Background: an optimization exercise with open tools, aiming at small area. Do not read the settings as production practice.
RTL that was checked went through simulation tests only; none was proved equivalent to the original.
Power and IR drop assume default switching activity.

==> module pedal_audio, before the edit <==
module pedal_audio(
    input  wire        AUD_BCLK,
    input  wire        reset,
    input  wire [1:0]  SW,
    input  wire        AUD_ADCLRCK,
    input  wire        AUD_ADCDAT,
    output wire        AUD_DACLRCK,
    output wire        AUD_DACDAT
);
    reg [1:0] mode_bclk_ff1, mode_bclk_ff2;
    always @(posedge AUD_BCLK) begin
        mode_bclk_ff1 <= SW;
        mode_bclk_ff2 <= mode_bclk_ff1;
    end
    reg        lrclk_prev;
    reg [4:0]  bit_count;
    reg [16:0] cur;
    reg [15:0] oth;
    reg        oth_ok;
    reg        sh_neg;
    reg        neg;
    reg [1:0]  sh_amt;
    reg        dacdat;
    wire boundary = AUD_ADCLRCK ^ lrclk_prev;
    wire load     = boundary | reset;
    wire [15:0] d_v;
    wire        d_neg, d_sh_neg;
    wire [1:0]  d_sh_amt;
    distortion u_dist (
        .in_sample(oth),
        .mode(mode_bclk_ff2),
        .en(oth_ok & ~reset),
        .v(d_v),
        .neg(d_neg),
        .sh_neg(d_sh_neg),
        .sh_amt(d_sh_amt)
    );
    reg tap, late;
    always @(*) begin
        case (sh_amt)
            2'd0: tap = cur[15];
            2'd1: tap = cur[14];
            2'd2: tap = cur[13];
            default: tap = cur[12];
        endcase
        if (sh_neg)
            tap = cur[16];
        case (sh_amt)
            2'd0: late = 1'b0;
            2'd1: late = (bit_count[3:0] == 4'd15);
            2'd2: late = (bit_count[3:1] == 3'd7);
            default: late = (bit_count[3:2] == 2'd3) & (bit_count[1] | bit_count[0]);
        endcase
        if (sh_neg)
            late = 1'b0;
    end
    always @(posedge AUD_BCLK) begin
        lrclk_prev <= AUD_ADCLRCK & ~reset;
        if (load)
            bit_count <= 5'd0;
        else if (!bit_count[4])
            bit_count <= {bit_count[4] | (&bit_count[3:0]),
                          bit_count[3] ^ (&bit_count[2:0]),
                          bit_count[2] ^ (&bit_count[1:0]),
                          bit_count[1] ^ bit_count[0],
                          ~bit_count[0]};
        if (load)
            cur <= {1'b0, d_v};
        else if (!bit_count[4])
            cur <= {cur[15:0], AUD_ADCDAT};
        if (boundary)
            oth <= cur[15:0];
        if (reset)
            oth_ok <= 1'b0;
        else if (boundary)
            oth_ok <= bit_count[4];
        if (load) begin
            neg    <= d_neg;
            sh_neg <= d_sh_neg;
            sh_amt <= d_sh_amt;
        end
        if (load)
            dacdat <= 1'b0;
        else
            dacdat <= (tap ^ neg) & ~late & ~bit_count[4];
    end
    assign AUD_DACDAT  = dacdat;
    assign AUD_DACLRCK = AUD_ADCLRCK;
endmodule
export LEC_CHECK = 0
export ABC_AREA = 1
export CAP_MARGIN = 20
export CORE_MARGIN = 2
export CORE_UTILIZATION = 40
export SLEW_MARGIN = 20
export BUFFER_PORTS_ARGS = -buffer_cell sky130_fd_sc_hd__buf_1
export CTS_ARGS = -sink_clustering_enable -repair_clock_nets -dont_use_dummy_load -buf_list sky130_fd_sc_hd__clkbuf_2 -root_buf sky130_fd_sc_hd__clkbuf_8
create_clock -name core_clock -period 20.0 [get_ports {AUD_BCLK}]
standard.sh (not shown) runs the stock make flow with config.mk's settings and CLKGATE_MAP_FILE= SYNTH_SCRIPT=/design/flow/synth_recipe.tcl, a recipe that flattens the netlist after the stock synthesis.
==> flow/flow/run.sh <==
#!/bin/bash
# Own layout flow: the standard flow (standard.sh), with
#  * area-only ABC mapping in synthesis (flow/abc_area_only.tcl),
#  * the smallest buffer on each port,
#  * clock tree synthesis without dummy loads.
# Each step's full output is in orfs/logs/; make's output is in flow_make.log.
set -euo pipefail
W=$(pwd)
F=$W/flow
export AREA_ABC_SCRIPT=$F/area.script
cat $F/abc_area_only.tcl $W/synth_recipe.tcl > $W/area_synth.tcl
sed "s#$W/synth_recipe.tcl#$W/area_synth.tcl#g" $W/standard.sh > $W/area_standard.sh
grep -q area_synth.tcl $W/area_standard.sh
cat >> $W/config.mk <<'EOC'
export BUFFER_PORTS_ARGS = -buffer_cell sky130_fd_sc_hd__buf_1
export CTS_ARGS = -sink_clustering_enable -repair_clock_nets -dont_use_dummy_load -buf_list sky130_fd_sc_hd__clkbuf_2 -root_buf sky130_fd_sc_hd__clkbuf_8
EOC
bash $W/area_standard.sh > $W/flow_make.log 2>&1
==> flow/flow/abc_area_only.tcl <==
# Area-only technology mapping: ABC gets flow/area.script (plain area
# mapping) in place of ORFS's script, which also buffers and upsizes gates
# for speed; the clock period here leaves a wide margin. Everything else in
# the standard synthesis is unchanged, so the registers keep their names and
# cell types.
proc abc {args} {
  set i [lsearch -exact $args -script]
  if { $i >= 0 } {
    set args [lreplace $args [expr {$i + 1}] [expr {$i + 1}] $::env(AREA_ABC_SCRIPT)]
  }
  set j [lsearch -exact $args -D]
  if { $j >= 0 } {
    set args [lreplace $args $j [expr {$j + 1}]]
  }
  yosys abc {*}$args
}
==> flow/flow/area.script <==
strash
dch
amap
topo
The first run completed with no timing, DRC or antenna violations.
Next try:
--- a/flow/design.v
+++ b/flow/design.v
@@ -1193,4 +1193,9 @@
             late = 1'b0;
     end
+    wire        c_shift = ~load & ~bit_count[4];
+    wire        c_hold  = ~load & bit_count[4];
+    wire [16:0] cur_next = ({17{load}} & {1'b0, d_v})
+                         | ({17{c_shift}} & {cur[15:0], AUD_ADCDAT})
+                         | ({17{c_hold}} & cur);
     always @(posedge AUD_BCLK) begin
         lrclk_prev <= AUD_ADCLRCK & ~reset;
@@ -1203,8 +1208,5 @@
                           bit_count[1] ^ bit_count[0],
                           ~bit_count[0]};
-        if (load)
-            cur <= {1'b0, d_v};
-        else if (!bit_count[4])
-            cur <= {cur[15:0], AUD_ADCDAT};
+        cur <= cur_next;
         if (boundary)
             oth <= cur[15:0];
Routed wire length went up by about 3%; non-clock buffer count goes up by 3; critical path depth is higher by 2; sequential power came out lower by about 6%; synthesized area went down by about 3%; total power went down by 4.8%; die area came out lower by about 2.8%; cell area falls by about 2.3%; sequential cell count is unchanged; cell count rises by about 2.6%; global-route usage increases by 1.2 points.
Function not checked in the second run of this note: the RTL went through the layout flow alone.

[separate check: timing with driven ports]
The results above use ideal ports. As a check the final layouts listed here were re-extracted and re-timed, cells and wires unchanged.
Step 1 assumes that a clkbuf_16 drives the clock port and a buf_2 every other input.
Step 2, shift: input delay + t, output delay - t, t = (earliest + latest rising clock arrival at the registers) / 2. This alone moves slack from input paths to output paths.
a / b / c = ideal ports / drivers / drivers and shift; a / b = the first two.
run | t, ns | setup slack, ns | worst setup path after step 2 | worst register clock-pin slew, ns | worst data-port slew with drivers (ns)
the first run | 0.314 | 10.591 / 10.590 / 10.277 | input to register | 0.09 / 0.09 | 0.04
the second run | 0.323 | 9.896 / 9.904 / 9.581 | input to register | 0.09 / 0.09 | 0.03
After both steps every run listed still meets setup and hold. The setup slack of the second run, which loses most, moves by +0.008 ns with the drivers and by -0.315 ns with both steps.
